This is an optimization exercise on Yosys and OpenROAD, whose aim is small area, not a production implementation. The RTL was checked by simulation tests, not by an equivalence proof against the original design. Power figures rest on the tool's default switching activity, not on a simulated workload.

==> flow/design.v (excerpt) <==
module MULTI_FIFOS #(
    parameter DATA_WIDTH = 8,                        
    parameter FIFO_DEPTH = 16,                       
    parameter NUM_FIFOS = 4                          
)(
    input  wire CLK,
    input  wire RST_N,
    input  wire [NUM_FIFOS-1:0] WR_EN,                
    input  wire [NUM_FIFOS-1:0] RD_EN,                
    input  wire [NUM_FIFOS*DATA_WIDTH-1:0] DIN,       
    output wire [NUM_FIFOS*DATA_WIDTH-1:0] DOUT,     
    output wire [NUM_FIFOS-1:0] FULL,                
    output wire [NUM_FIFOS-1:0] EMPTY                
);
    genvar i;
    generate
        for (i=0; i<NUM_FIFOS; i=i+1) begin : fifo_instances
            FIFO #(
                .DATA_WIDTH(DATA_WIDTH),
                .FIFO_DEPTH(FIFO_DEPTH)
            ) fifo_inst (
                .CLK(CLK),
                .RST_N(RST_N),
                .WR_EN(WR_EN[i]),
                .RD_EN(RD_EN[i]),
                .DIN(DIN[(i + 1) * DATA_WIDTH - 1:i * DATA_WIDTH]),
                .DOUT(DOUT[(i + 1) * DATA_WIDTH - 1:i * DATA_WIDTH]),
                .FULL(FULL[i]),
                .EMPTY(EMPTY[i])
            );
        end
    endgenerate
endmodule
For scale: about 1,000 cells after synthesis, ~560 flip-flops.
==> module SELTAIL, before the edit <==
module SELTAIL (
    input  wire [4:0] tn,
    input  wire a, sa, b, sb,
    output wire y
);
    wire c;
    AND3 u_c (.a(tn[0]), .b(tn[1]), .c(tn[2]), .y(c));
    TAIL3 u_y (.c(c), .t3(tn[3]), .t4(tn[4]), .a(a), .sa(sa), .b(b), .sb(sb), .y(y));
endmodule
==> module AND3, before the edit <==
module AND3 (input wire a, b, c, output wire y);
    assign y = a & b & c;
endmodule
==> module TAIL3, before the edit <==
module TAIL3 (input wire c, t3, t4, a, sa, b, sb, output wire y);
    assign y = ~(c & t3 & t4 & ~((a & sa) | (b & sb)));
endmodule
Settings: LEC_CHECK=0, CAP_MARGIN=0, CORE_MARGIN=2, CORE_UTILIZATION=70, SLEW_MARGIN=0, SYNTH_HIERARCHICAL=1, SYNTH_MINIMUM_KEEP_SIZE=0; clock period 5.0 ns.
standard.sh (not shown) runs the stock make flow with config.mk's settings and CLKGATE_MAP_FILE= SYNTH_SCRIPT=/design/flow/synth_recipe.tcl, a recipe that flattens the netlist after the stock synthesis.
==> flow/flow/run.sh <==
#!/bin/bash
# Standard ORFS layout (standard.sh, unchanged synthesis) with three changes,
# all set in settings.sh: port buffers use the smallest buffer cell, clock
# tree synthesis uses small clock buffers without dummy loads, and after the
# placement repair, cells off the critical paths are sized down
# (recover.tcl). ORFS writes each step's log under orfs/logs; make's own
# output goes to flow_make.log.
set -euo pipefail
cd "$(dirname "$0")/.."
source flow/settings.sh
bash standard.sh > flow_make.log 2>&1
==> flow/flow/recover.tcl <==
# Downsize cells off the critical paths (area/power recovery) before detailed placement.
log_cmd repair_timing -recover_power 100
==> flow/flow/settings.sh <==
export BUFFER_PORTS_ARGS="-buffer_cell sky130_fd_sc_hd__buf_1"
export CTS_ARGS="-sink_clustering_enable -repair_clock_nets -dont_use_dummy_load -sink_clustering_size 10 -sink_clustering_max_diameter 60 -buf_list sky130_fd_sc_hd__clkbuf_4"
export POST_RESIZE_TCL="$PWD/flow/recover.tcl"
==> next run, changes <==
--- a/flow/design.v
+++ b/flow/design.v
@@ -191,17 +191,17 @@
     input  wire [4:0] tn,
     input  wire a, sa, b, sb,
     output wire y
 );
-    wire c;
-    AND3 u_c (.a(tn[0]), .b(tn[1]), .c(tn[2]), .y(c));
-    TAIL3 u_y (.c(c), .t3(tn[3]), .t4(tn[4]), .a(a), .sa(sa), .b(b), .sb(sb), .y(y));
-endmodule
-module AND3 (input wire a, b, c, output wire y);
-    assign y = a & b & c;
-endmodule
-module TAIL3 (input wire c, t3, t4, a, sa, b, sb, output wire y);
-    assign y = ~(c & t3 & t4 & ~((a & sa) | (b & sb)));
+    wire q;
+    NAND3 u_q (.a(tn[0]), .b(tn[1]), .c(tn[2]), .y(q));
+    TAIL2 u_y (.q(q), .t3(tn[3]), .t4(tn[4]), .a(a), .sa(sa), .b(b), .sb(sb), .y(y));
+endmodule
+module NAND3 (input wire a, b, c, output wire y);
+    assign y = ~(a & b & c);
+endmodule
+module TAIL2 (input wire q, t3, t4, a, sa, b, sb, output wire y);
+    assign y = q | ~t3 | ~t4 | (a & sa) | (b & sb);
 endmodule
 module MULTI_FIFOS #(
     parameter DATA_WIDTH = 8,                        
     parameter FIFO_DEPTH = 16,                       
Wire length came out higher slightly.
Power is about the same.
Core utilization stays flat.
Final area is about the same.
Worst setup slack loses 29 ps.

static timing again, ports no longer ideal:
No port has a modelled driver above. Below, the same layouts with a new extraction and two added sets of constraints.
Step 1 assumes that a clkbuf_16 drives the clock port and a buf_2 every other input.
Step 2 also shifts input and output timing later by t, the mid clock arrival at the registers, as if the neighbouring blocks saw the same clock.
Slacks: ideal ports / drivers / drivers and shift; pairs: ideal ports / drivers.
run	shift t [ns]	slack for setup (ns)	hold WS [ns]	worst register clock-pin slew, ns	worst slew at a driven data input, ns
the first run	0.707	1.695 / 1.649 / 1.686	0.416 / 0.416 / 0.416	0.11 / 0.11	0.03
the second run	0.713	1.666 / 1.621 / 1.450	0.413 / 0.413 / 0.413	0.11 / 0.11	0.04
After both steps setup and hold are still met in every run listed. The setup slack of the second run, which loses most, moves by -0.045 ns with the drivers and by -0.216 ns with both steps.
